Background: an optimization exercise with open tools, aiming at small area. Do not read the settings as production practice. Where RTL was checked, it was by simulation tests only, not by an equivalence proof against the original. Power and IR drop assume default switching activity.

before:
==> module sent_tx, before the edit <==
module sent_tx(
	input clk,
	input reset,
	input enable,
	input channel_format,  
	input optional_pause,
	input config_bit,
	input [3:0] id_4bit,
	input [7:0] id_8bit,
	input [11:0] data_12bit,
	input [15:0] data_16bit,
	input [7:0] data_short,
	input [2:0] fast_format,
	input [15:0] data_f1,
	input [11:0] data_f2,
	output reg data_pulse,
	output busy
	);
	localparam IDLE = 2'd0;
	localparam SYNC = 2'd1;
	localparam NIB = 2'd2;
	localparam PAUSE = 2'd3;
	function [3:0] crc4_t;
		input [3:0] v;
		integer i;
		begin
			crc4_t = v;
			for (i = 0; i < 4; i = i + 1)
				crc4_t = {crc4_t[2:0], 1'b0} ^ (crc4_t[3] ? 4'b1101 : 4'b0000);
		end
	endfunction
	reg [1:0] tcnt;
	reg ticks;
	always @(posedge clk or posedge reset) begin
		if (reset) begin
			tcnt <= 0;
			ticks <= 0;
		end
		else begin
			tcnt <= tcnt + 1'b1;
			ticks <= (tcnt == 2'd3);
		end
	end
	reg [1:0] state;
	reg pulse_done;
	reg [8:0] fcnt;        
	reg [3:0] pcnt;        
	reg [3:0] nib;         
	reg [2:0] rem;         
	reg [4:0] frame;
	reg ser_fmt;
	reg [7:0] secure_count;
	reg [3:0] crc_fast;
	reg [23:0] fdata;
	reg [11:0] s2;         
	reg [11:0] b3;         
	reg [5:0] crc_ser;     
	assign busy = (state != IDLE);
	wire last = ser_fmt ? (frame == 5'd17) : (frame == 5'd15);
	wire crc_phase = ser_fmt ? (frame < 5'd6) : (frame >= 5'd12);
	wire frame_end = pulse_done && ((state == NIB && rem == 3'd0 && !optional_pause) || state == PAUSE);
	wire frame_start = (state == IDLE && enable) || (frame_end && !last);
	always @(posedge clk or posedge reset) begin
		if (reset) begin
			data_pulse <= 1'b1;
		end
		else if (ticks) begin
			data_pulse <= (state == IDLE) || (pcnt >= 4'd5);
		end
	end
	wire pend = (state == SYNC) ? (fcnt == 9'b101110010) :
		    (state == NIB) ? (pcnt == 4'd11) :
		    (fcnt == 9'b101110111);
	wire nibdec = state == NIB && pcnt == 4'd5 && nib != 4'd0;
	always @(posedge clk) begin
		pulse_done <= ticks && (state != IDLE) && pend;
		if (state == IDLE) pcnt <= 0;
		else if (ticks) begin
			fcnt <= {fcnt[7:0], fcnt[8] ^ fcnt[4]};
			if (pend) pcnt <= 0;
			else if (pcnt != 4'd15 && !nibdec) pcnt <= pcnt + 1'b1;
		end
		if (ticks && nibdec)
			nib <= nib - 1'b1;
		if (frame_start) fcnt <= 9'd1;
		if (state == SYNC && pulse_done)
			nib <= {ser_fmt ? (crc_phase | b3[11]) : (frame == 5'd0),
				crc_phase ? crc_ser[5] : s2[11], 2'b00};
		if (state == NIB && pulse_done && rem != 3'd0)
			nib <= (rem == 3'd1) ? crc_fast : fdata[23:20];
	end
	always @(posedge clk or posedge reset) begin
		if (reset) begin
			state <= IDLE;
			secure_count <= 0;
		end
		else begin
			if (frame_start && fast_format == 3'd3) secure_count <= secure_count + 1'b1;
			case (state)
				IDLE: if (enable) state <= SYNC;
				SYNC: if (pulse_done) state <= NIB;
				NIB: if (pulse_done && rem == 3'd0) begin
					if (optional_pause) state <= PAUSE;
					else if (last) state <= IDLE;
					else begin
						state <= SYNC;
					end
				end
				PAUSE: if (pulse_done) begin
					if (last) state <= IDLE;
					else state <= SYNC;
				end
			endcase
		end
	end
	always @(posedge clk) begin
		if (state == IDLE) begin
			frame <= 0;
			ser_fmt <= channel_format;
		end
		else if (frame_start) frame <= frame + 1'b1;
	end
	always @(posedge clk) begin
		if (frame_start) begin
			crc_fast <= crc4_t(4'b0101);
			case (fast_format)
				3'd1: rem <= 3'd4;
				3'd2: rem <= 3'd5;
				default: rem <= 3'd7;
			endcase
			case (fast_format)
				3'd1: fdata <= {data_f1[11:0], 12'b0};
				3'd2: fdata <= {1'b0, data_f1[11:9], 1'b0, data_f1[8:6], 1'b0, data_f1[5:3], 1'b0, data_f1[2:0], 8'b0};
				3'd3: fdata <= {data_f1[11:0], secure_count, ~data_f1[11:8]};
				3'd4: fdata <= {data_f1[11:0], 12'b0};
				3'd5: fdata <= {data_f1[13:0], data_f2[1:0], data_f2[5:2], data_f2[9:6]};
				3'd6: fdata <= {data_f1[15:0], data_f2[3:0], data_f2[7:4]};
				default: fdata <= {data_f1[11:0], data_f2[3:0], data_f2[7:4], data_f2[11:8]};
			endcase
		end
		else if (state == NIB && pulse_done && rem != 3'd0) begin
			rem <= rem - 1'b1;
			if (rem != 3'd1) begin
				crc_fast <= crc4_t(crc_fast ^ fdata[23:20]);
				fdata <= {fdata[19:0], 4'b0};
			end
		end
	end
	wire calc = ticks && state == SYNC && frame == 5'd0 && pcnt < 4'd12;
	wire [5:0] c6a = {crc_ser[4:0], 1'b0} ^ ((crc_ser[5] ^ s2[11]) ? 6'b011001 : 6'b0);
	wire [5:0] c6b = {c6a[4:0], 1'b0} ^ ((c6a[5] ^ b3[11]) ? 6'b011001 : 6'b0);
	wire [3:0] c4 = {crc_ser[4:2], 1'b0} ^ ((crc_ser[5] ^ s2[11]) ? 4'b1101 : 4'b0);
	always @(posedge clk) begin
		if (state == IDLE && enable) begin
			crc_ser <= channel_format ? 6'b111011 : 6'b001111;
			s2 <= !channel_format ? {id_4bit, data_short} : config_bit ? data_16bit[11:0] : data_12bit;
			b3 <= config_bit ? {1'b0, 1'b1, id_4bit, 1'b0, data_16bit[15:12], 1'b0}
					 : {1'b0, 1'b0, id_8bit[7:4], 1'b0, id_8bit[3:0], 1'b0};
		end
		else if (calc) begin
			s2 <= {s2[10:0], s2[11]};
			b3 <= {b3[10:0], b3[11]};
			crc_ser <= ser_fmt ? c6b : {c4, crc_ser[1:0]};
		end
		else if (state == SYNC && pulse_done) begin
			if (crc_phase) crc_ser <= {crc_ser[4:0], 1'b0};
			else begin
				s2 <= {s2[10:0], s2[11]};
				b3 <= {b3[10:0], b3[11]};
			end
		end
	end
endmodule
clock: 10.0 ns
lec_check: 0
cap_margin: 20
core_margin: 2
core_utilization: 60
slew_margin: 20
standard.sh (not shown) runs the stock make flow with config.mk's settings and CLKGATE_MAP_FILE= SYNTH_SCRIPT=/design/flow/synth_recipe.tcl, a recipe that flattens the netlist after the stock synthesis.
==> flow/flow/run.sh <==
#!/bin/bash
# The standard layout (standard.sh) with three changes:
#  - synthesis maps the logic with the area-oriented ABC script flow/abc_area.script
#    (a copy of ORFS's scripts folder in which only abc_speed.script is replaced);
#  - the port buffers use the smallest buffer cell;
#  - the clock tree uses clkbuf_8 buffers and no dummy loads.
set -euo pipefail
here=$(pwd)
rm -rf "$here/orfs_scripts"
cp -r "$FLOW_HOME/scripts" "$here/orfs_scripts"
cp "$here/flow/abc_area.script" "$here/orfs_scripts/abc_speed.script"
bash standard.sh "SCRIPTS_DIR=$here/orfs_scripts" synth > synth.log 2>&1
bash standard.sh \
  "BUFFER_PORTS_ARGS=-buffer_cell sky130_fd_sc_hd__buf_1" \
  "CTS_ARGS=-sink_clustering_enable -repair_clock_nets -dont_use_dummy_load -buf_list sky130_fd_sc_hd__clkbuf_8 -root_buf sky130_fd_sc_hd__clkbuf_8" \
  finish > layout.log 2>&1
==> flow/flow/abc_area.script <==
strash
&get -n
&fraig -x
&put
scorr
dc2
strash
&get -n
&dch -f
&nf -R 1000
&put
dnsize -c
Changes in after relative to before:
-- flow/design.v --
<<< before, line 53
	reg [3:0] crc_fast;
	reg [23:0] fdata;
	reg [11:0] s2;         
	reg [11:0] b3;         
>>> after, line 53
	reg [3:0] crc_fast;
	reg [23:0] fdata;
	reg st;                
	reg [11:0] s2;         
	reg [11:0] b3;         
<<< before, line 121
		else if (frame_start) frame <= frame + 1'b1;
	end
	always @(posedge clk) begin
		if (frame_start) begin
			crc_fast <= crc4_t(4'b0101);
			case (fast_format)
				3'd1: rem <= 3'd4;
>>> after, line 122
		else if (frame_start) frame <= frame + 1'b1;
	end
	wire cfb = crc_fast[3] ^ fdata[23];
	always @(posedge clk) begin
		if (frame_start) begin
			crc_fast <= 4'b0011;   
			case (fast_format)
				3'd1: rem <= 3'd4;
<<< before, line 139
			endcase
		end
		else if (state == NIB && pulse_done && rem != 3'd0) begin
			rem <= rem - 1'b1;
			if (rem != 3'd1) begin
				crc_fast <= crc4_t(crc_fast ^ fdata[23:20]);
				fdata <= {fdata[19:0], 4'b0};
			end
		end
	end
	wire calc = ticks && state == SYNC && frame == 5'd0 && pcnt < 4'd12;
>>> after, line 141
			endcase
		end
		else begin
			if (state == NIB && pulse_done && rem != 3'd0) rem <= rem - 1'b1;
			if (ticks && state == NIB && !st && pcnt < 4'd4) begin
				crc_fast <= {crc_fast[2] ^ cfb, crc_fast[1] ^ cfb, crc_fast[0], cfb};
				fdata <= {fdata[22:0], 1'b0};
			end
		end
		if (pulse_done) st <= (state == SYNC);
	end
	wire calc = ticks && state == SYNC && frame == 5'd0 && pcnt < 4'd12;
Results
- after ran to completion and came out clean on the timing, design-rule and antenna checks.
- Taking before as the reference, in after async set-or-reset flop fraction in the synthesized netlist neither gained nor lost much, utilization lost 0.24 points, sequential share of layout area picked up an extra 0.91 points, clock latency at the later pin of the worst-skew pair neither gained nor lost much, worst ir drop on vdd lost 16%.
- Between before and after, the first-pass GRT wire length is lower for before.
- A cell with the biggest individual delay on the critical path of sky130_fd_sc_hd__and2_0 is what after shows, while sky130_fd_sc_hd__clkinv_1 belongs to before.
- Compared with before, after shows a higher global-route usage over all layers.
- after — wire length 4.4% higher, before as reference
- Re ratio of routed vias to standard cells: before and after aren't equal, and the lower value belongs to before.
- Compared with before, after has extra setup slack.
No functional check of the RTL was part of after.

-- static timing again, ports no longer ideal --
In the flow no input, the clock included, has a driving cell. The finished layouts below were timed again as built, in two steps. Step 1 assumes that a clkbuf_16 drives the clock port and a buf_2 every other input. Step 2 also shifts input and output timing later by t, the mid clock arrival at the registers, as if the neighbouring blocks saw the same clock. Slacks: ideal / step 1 / step 2; pairs: ideal / step 1.
run | t, ns | setup WS [ns] | worst setup path at the end | worst slew at a driven data input, ns | pins driven straight from the clock port
before | 0.379 | 5.856 / 5.869 / 5.490 | input to register | 0.03 | 1
after | 0.388 | 5.944 / 5.957 / 5.570 | input to register | 0.04 | 1
After both steps setup and hold are still met in every run listed. The setup slack of after, which loses most, moves by +0.013 ns with the drivers and by -0.374 ns with both steps.
